Source: an optimization exercise on an open RTL-to-GDS flow (aim: small area). Production flows keep margins and buffers that such runs may drop. Only simulation tests tie the RTL to the original design; equivalence was not proved. Power and IR drop assume default switching activity.

==> flow/design.v (outline; a module is shown in full before it is edited, if it fits) <==
// module twiddle_rom: 961 lines
module twiddle_rom #(
    parameter DATA_WIDTH = 12,
    parameter ADDR_WIDTH = 8
)(
    input  wire                      clk,
    input  wire [ADDR_WIDTH-1:0]     addr_forward,
    input  wire [ADDR_WIDTH-1:0]     addr_backward,
    input  wire [6:0]                addr_pwm,
    output wire [DATA_WIDTH-1:0]     data_forward,
    output wire [DATA_WIDTH-1:0]     data_backward,
    output wire [DATA_WIDTH-1:0]     data_pwm
);
  // ...
==> flow/flow/run.sh <==
#!/bin/bash
# Own flow: the standard layout (standard.sh) with two changes:
#  1. Yosys's ABC call maps the logic for area (abc_map.script: strash; dch; map -a) instead
#     of ORFS's script, which also buffers and resizes; OpenROAD repairs timing later.
#  2. Port buffers are sky130_fd_sc_hd__buf_1 (every port still gets one).
# Everything else, including the synthesis script itself, is the standard flow's.
set -euo pipefail
W=$(pwd)
{
  echo "proc abc {args} {"
  echo "  set i [lsearch -exact \$args -script]"
  echo "  if {\$i >= 0} { lset args [expr {\$i + 1}] $W/flow/abc_map.script }"
  echo "  yosys abc {*}\$args"
  echo "}"
  cat "$W/synth_recipe.tcl"
} > "$W/flow_synth.tcl"
bash "$W/standard.sh" "SYNTH_SCRIPT=$W/flow_synth.tcl" \
  "BUFFER_PORTS_ARGS=-buffer_cell sky130_fd_sc_hd__buf_1" finish > "$W/orfs_make.log" 2>&1
==> flow/flow/abc_map.script <==
strash
dch
map -a
topo
==> flow/standard.sh <==
#!/bin/bash
# synth_recipe.tcl (not shown) runs the flow's synth.tcl, then flattens the netlist and writes it again
# the make line also repeats each setting of config.mk as NAME=value (left out here)
make -C /OpenROAD-flow-scripts/flow DESIGN_CONFIG=/design/flow/config.mk WORK_HOME=/design/flow/orfs CLKGATE_MAP_FILE= SYNTH_SCRIPT=/design/flow/synth_recipe.tcl "${@:-finish}"
==> flow/config.mk <==
export PLATFORM = sky130hd
export DESIGN_NAME = twiddle_rom
export DESIGN_NICKNAME = twiddle_rom
export VERILOG_FILES = /design/flow/design.v
export SDC_FILE = /design/flow/constraint.sdc
export NUM_CORES = 4
export LEC_CHECK = 0
export ABC_AREA = 1
export CAP_MARGIN = 20
export CORE_MARGIN = 2
export CORE_UTILIZATION = 40
export SLEW_MARGIN = 20
==> flow/constraint.sdc <==
create_clock -name core_clock -period 5.0 [get_ports {clk}]
set_input_delay 1.0000 -clock core_clock [delete_from_list [all_inputs] [get_ports {clk}]]
set_output_delay 1.0000 -clock core_clock [all_outputs]
set_load 0.01 [all_outputs]
==> run summary, run 1 <==
Die Footprint -> 14100 um2
fill count -> 1353
outcome -> timing/DRC/antenna clean
Critical Path Slowest Stage Cell -> dfxtp_2
routed len/inst -> 21.84 um
Power Total -> 0.001155 W
largest net degree at the start of global routing -> 31
cells along the critical path -> clkinvlp_4 -> buf_4 -> ha_1 -> clkinv_1 -> o21ai_0 -> a21oi_1 -> o21ai_0 -> o21ai_0 -> nand2_1 -> nor2_1 -> nand2_1 -> nor3b_2 -> nand2_1 -> nand2_1 -> nand2_1 -> nor2_1 -> a21oi_1 -> xnor2_1 -> buf_1
CP endpoint -> data_backward[11]
final net count -> 1122
Ant. Diodes -> 0
seq pwr -> 0.000209 W
Post-synth top cells -> nor2_1, clkinv_1, nand2_1
CP arrival -> 3.75 ns
Root Driver -> clkbuf_16
Slowest Stage Delay on Critical Path -> 0.43 ns
core region area -> 12720 um2
share of cells above drive strength 1 -> 0.08902
fin. max-slew vios -> 0
Yosys cell types -> 37
internal power -> 0.0005492 W
Num CTS Buffers -> 3
Synth Net Count -> 993
kind of critical path -> flip-flop to output port
CP Capture Type -> output port
PortBufs -> 59
combinational gate power -> 0.000756 W
top layer in use -> met5
largest family of logic cells by synthesized area -> compound AO/OA/AOI/OAI gates
# IOs -> 60
==> run 2: changes to the inputs <==
==> flow/run.sh (new file) <==
#!/bin/bash
# synth_recipe.tcl (not shown) runs the flow's synth.tcl, then flattens the netlist and writes it again
# the make line also repeats each setting of config.mk as NAME=value (left out here)
make -C /OpenROAD-flow-scripts/flow DESIGN_CONFIG=/design/flow/config.mk WORK_HOME=/design/flow/orfs CLKGATE_MAP_FILE= SYNTH_SCRIPT=/design/flow/synth_recipe.tcl finish
--- a/flow/config.mk
+++ b/flow/config.mk
@@ -9,4 +9,4 @@
 export CAP_MARGIN = 20
 export CORE_MARGIN = 2
-export CORE_UTILIZATION = 40
+export CORE_UTILIZATION = 25
 export SLEW_MARGIN = 20
removed: flow/flow/run.sh
removed: flow/flow/abc_map.script
removed: flow/standard.sh
==> run summary, run 2 <==
kind of critical path -> flip-flop to output port (unchanged)
Worst Tran Pin Value -> 0.6555 ns (was 0.7247 ns)
Period minus WS final -> 4.592 ns (was 4.748 ns)
first-pass GRT wire length -> 45020 um (was 40630 um)
# IOs -> 60 (unchanged)
fill count -> 2560 (was 1353)
Critical Path RT -> 4.00 ns (about the same)
# DRC -> 0 (unchanged)
Num CTS Buffers -> 3 (unchanged)
Die H -> 155.9 um (was 118.7 um)
share of cells above drive strength 1 -> 0.07726 (was 0.08902)
CP Max Fanout -> 10 (was 8)
Synth area leader -> nand2_1 (was nor2_1)
routed len/inst -> 20.44 um (was 21.84 um)
post-route ant nets -> 0 (unchanged)
grt met2 use -> 0.3736 (was 0.5165)
PortBufs -> 59 (unchanged)
VDD IR max -> 0.1109 mV (was 0.1596 mV)
RSZ-0062 raised after global routing -> no (unchanged)
Yosys cell types -> 53 (was 37)
total number of vias -> 8311 (was 8167)
outcome -> timing/DRC/antenna clean (unchanged)
Vias/cell -> 5.886 (was 6.651)
Seq cells post-synth -> 23 (unchanged)
CP arrival -> 3.59 ns (was 3.75 ns)
CTS tree -> yes (unchanged)
Die Footprint -> 24300 um2 (was 14100 um2)
Final period util -> 0.9183 (was 0.9496)
most common cell in the netlist -> nand2_1 (was nor2_1)
Synth Net Count -> 1124 (was 993)
WL final -> 28860 um (was 26820 um)
cts hold-fix bufs -> 0 (unchanged)
Top FF cell, synth -> dfxtp_1 (unchanged)
final net count -> 1192 (was 1122)
Congestion Overflow GR -> 0 (unchanged)
met1 Use GR -> 0.3000 (was 0.4845)
Post-Layout Cell Count -> 1412 (was 1228)
area grow syn2layout -> 19.98% (was 20.08%)
post-route setup TNS -> 0 ns (unchanged)
placed insts -> 1407 (was 1214)
Setup WS pre-CTS -> 0.5878 ns (was 0.3426 ns)
fin. max-slew vios -> 0 (unchanged)
HP Class -> input pin to flip-flop (unchanged)
Clock H-tree levels -> 1 (unchanged)
Slowest Stage Delay on Critical Path -> 0.57 ns (was 0.43 ns)
top-area cell type share of the netlist area -> 0.1744 (was 0.1319)
met3 Usage GRT -> 0.03361 (was 0.1569)
setup bufs post-CTS -> 0 (unchanged)
Root Driver -> clkbuf_16 (unchanged)
cells along the critical path -> inv_2 -> ha_1 -> inv_1 -> nand3_1 -> nand2_1 -> inv_1 -> o21ai_0 -> nand2_1 -> nand2_1 -> nand2_1 -> nand2_2 -> nand4_1 -> nor2_2 -> nand3_1 -> nor2_1 -> xor2_1 -> clkdlybuf4s50_1 (was clkinvlp_4 -> buf_4 -> ha_1 -> clkinv_1 -> o21ai_0 -> a21oi_1 -> o21ai_0 -> o21ai_0 -> nand2_1 -> nor2_1 -> nand2_1 -> nor3b_2 -> nand2_1 -> nand2_1 -> nand2_1 -> nor2_1 -> a21oi_1 -> xnor2_1 -> buf_1)
Critical path buffers and inverters -> 4 (unchanged)
clock sink count -> 23 (unchanged)
Leak -> 3.245 nW (was 2.410 nW)
post-CTS resize count -> 0 (unchanged)
highest-count cells in the layout ignoring fill and taps -> nand2_1, nor2_1, nand3_1 (was nor2_1, clkinv_1, nand2_1)
largest net degree at the start of global routing -> 39 (was 31)
CP most frequent cell -> nand2_1 (unchanged)
fmax -> 217.8 MHz (was 210.6 MHz)
Critical Path Slowest Stage Cell -> clkdlybuf4s50_1 (was dfxtp_2)
Post-synth EDFFs -> 0 (unchanged)
initial antenna violation count -> 1 (was 0)
Placer Congestion -> 1.104 (was 1.111)
fin worst setup slack -> 0.4084 ns (was 0.2520 ns)
Mapped Area -> 5767 um2 (was 5266 um2)
setup violators final -> 0 (unchanged)
Startpoint Class -> flip-flop (unchanged)
Mapped Cells -> 1059 (was 928)
vias in the first global route -> 7895 (was 7262)
Slew headroom -> 0.5601 (was 0.5124)
core region area -> 22640 um2 (was 12720 um2)
Top delay family on crit path -> simple AND/OR/NAND/NOR gates (unchanged)
row cnt -> 55 (was 41)
Die Wd -> 155.9 um (was 118.7 um)
Largest regs -> ra_b (8), ra_f (8), ra_p (7) (unchanged)
top cells by area, synth -> nand2_1, nand3_1, o21ai_0, ha_1, dfxtp_1 (was nor2_1, clkinv_1, ha_1, a21oi_1, dfxtp_1)
Clk pin slew, worst setup/hold paths -> 0.07 ns (was 0.08 ns)
Post-DP HPWL -> 22270 um (was 20600 um)
gr usage total -> 0.2357 (was 0.3614)
Yosys warning count -> 1 (unchanged)
First-pass DRT Iterations -> 8 (unchanged)
most crowded layer after global routing -> met2 (unchanged)
Post-synth top cells -> nand2_1, nor2_1, nand3_1 (was nor2_1, clkinv_1, nand2_1)
initial drt markers -> 1217 (was 1631)
Max Cap Viol -> 0 (unchanged)
commonest non-fill, non-tap cell in the layout -> nand2_1 (was nor2_1)
fraction of registers with async set/reset -> 0 (unchanged)
CP Capture Type -> output port (unchanged)
Max Root-Sink Buffers -> 2 (unchanged)
mean area per synthesized cell -> 5.445 um2 (was 5.675 um2)
final hold vios -> 0 (unchanged)
power per cell area -> 178.3 nW/um2 (was 182.7 nW/um2)
initial core utilization -> 0.2547 (was 0.4139)
register area share after synthesis -> 0.07984 (was 0.08743)
## run 2: cell types whose count changed after synthesis, moves of 15 or more
| cell | change |
|---|---|
| inv_1 | +108 |
| nor2_1 | -68 |
| buf_2 | +17 |
| clkinv_1 | -131 |
| clkbuf_1 | +15 |
| a21oi_1 | -36 |
| nand3_1 | +67 |
| nand2_1 | +157 |
## run 2: worst paths after layout
check                       startpoint          endpoint  slack (ns)  cells after the start
worst max-delay path           ra_b[2]  data_backward[8]        0.41                     17
worst min-delay path  addr_backward[1]           ra_b[1]        1.16                      1
## run 2: power breakdown
part           internal, W  switching (W)  total, W
clock             0.000109      0.0000851  0.000194
sequential        0.000193      0.0000132  0.000207
combinational     0.000318       0.000515  0.000833
## run 2: stage by stage
step	total power (W)	cell area, um2	hold slack [ns]	util
5_1_grt	0.001322	6919	1.146	0.3056
6_report	0.001234	6919	1.159	0.3056
3_5_place_dp	0.001014	6832	1.452	0.3017
2_1_floorplan	0.0006844	5767	1.028	-
3_3_place_gp	0.001049	6832	1.451	0.3017
4_1_cts	0.001223	6914	1.151	0.3054
## run 2: layer usage
metal | part of all wire | vias to the layer above | wire, um
li1 | - | 3719 | -
met1 | 0.37 | 3729 | 10760
met2 | 0.44 | 678 | 12630
met3 | 0.11 | 185 | 3136
met4 | 0.081 | 0 | 2331
met5 | 0 | - | 0
## run 2: final cells by class
cell class                      count  area (um2)  area share
Timing Repair Buffer              106       943.4      0.1363
Tap cell                          285       356.6     0.05154
Sequential cell                    23       462.9     0.06691
Antenna cell                        1       2.502   0.0003617
Clock inverter                      1       7.507    0.001085
Clock buffer                        3       75.07     0.01085
Multi-Input combinational cell    868        4599      0.6647
Inverter                          125       471.7     0.06817
## run 2: kinds of logic after synthesis
group / synth area share
and+or+nand+nor: 0.4044
buffers and inverters: 0.1226
adders and majority gates: 0.09026
AOI/OAI and AO/OA: 0.2588
xor gates and xnor gates: 0.04404
DFF: 0.07984

## port drivers added, routing unchanged
The results above use ideal ports. As a check the final layouts listed here were re-extracted and re-timed, cells and wires unchanged.
Step 1: set_driving_cell puts a clkbuf_16 on clk and a buf_2 on each other input, an assumption about the parent block.
Step 2 also shifts input and output timing later by t, the mid clock arrival at the registers, as if the neighbouring blocks saw the same clock.
a / b / c = no drivers / after step 1 / after step 2; a / b = the first two.
| run | shift t [ns] | setup WS [ns] | worst setup path at the end | clock arrival spread, ns | worst register clock-pin slew, ns |
|---|---|---|---|---|---|
| run 1 | 0.299 | 0.252 / 0.218 / 0.517 | register to output | 0.014 / 0.014 | 0.08 / 0.08 |
| run 2 | 0.315 | 0.408 / 0.363 / 0.677 | register to output | 0.006 / 0.007 | 0.08 / 0.08 |
After both steps setup and hold are still met in every run listed.
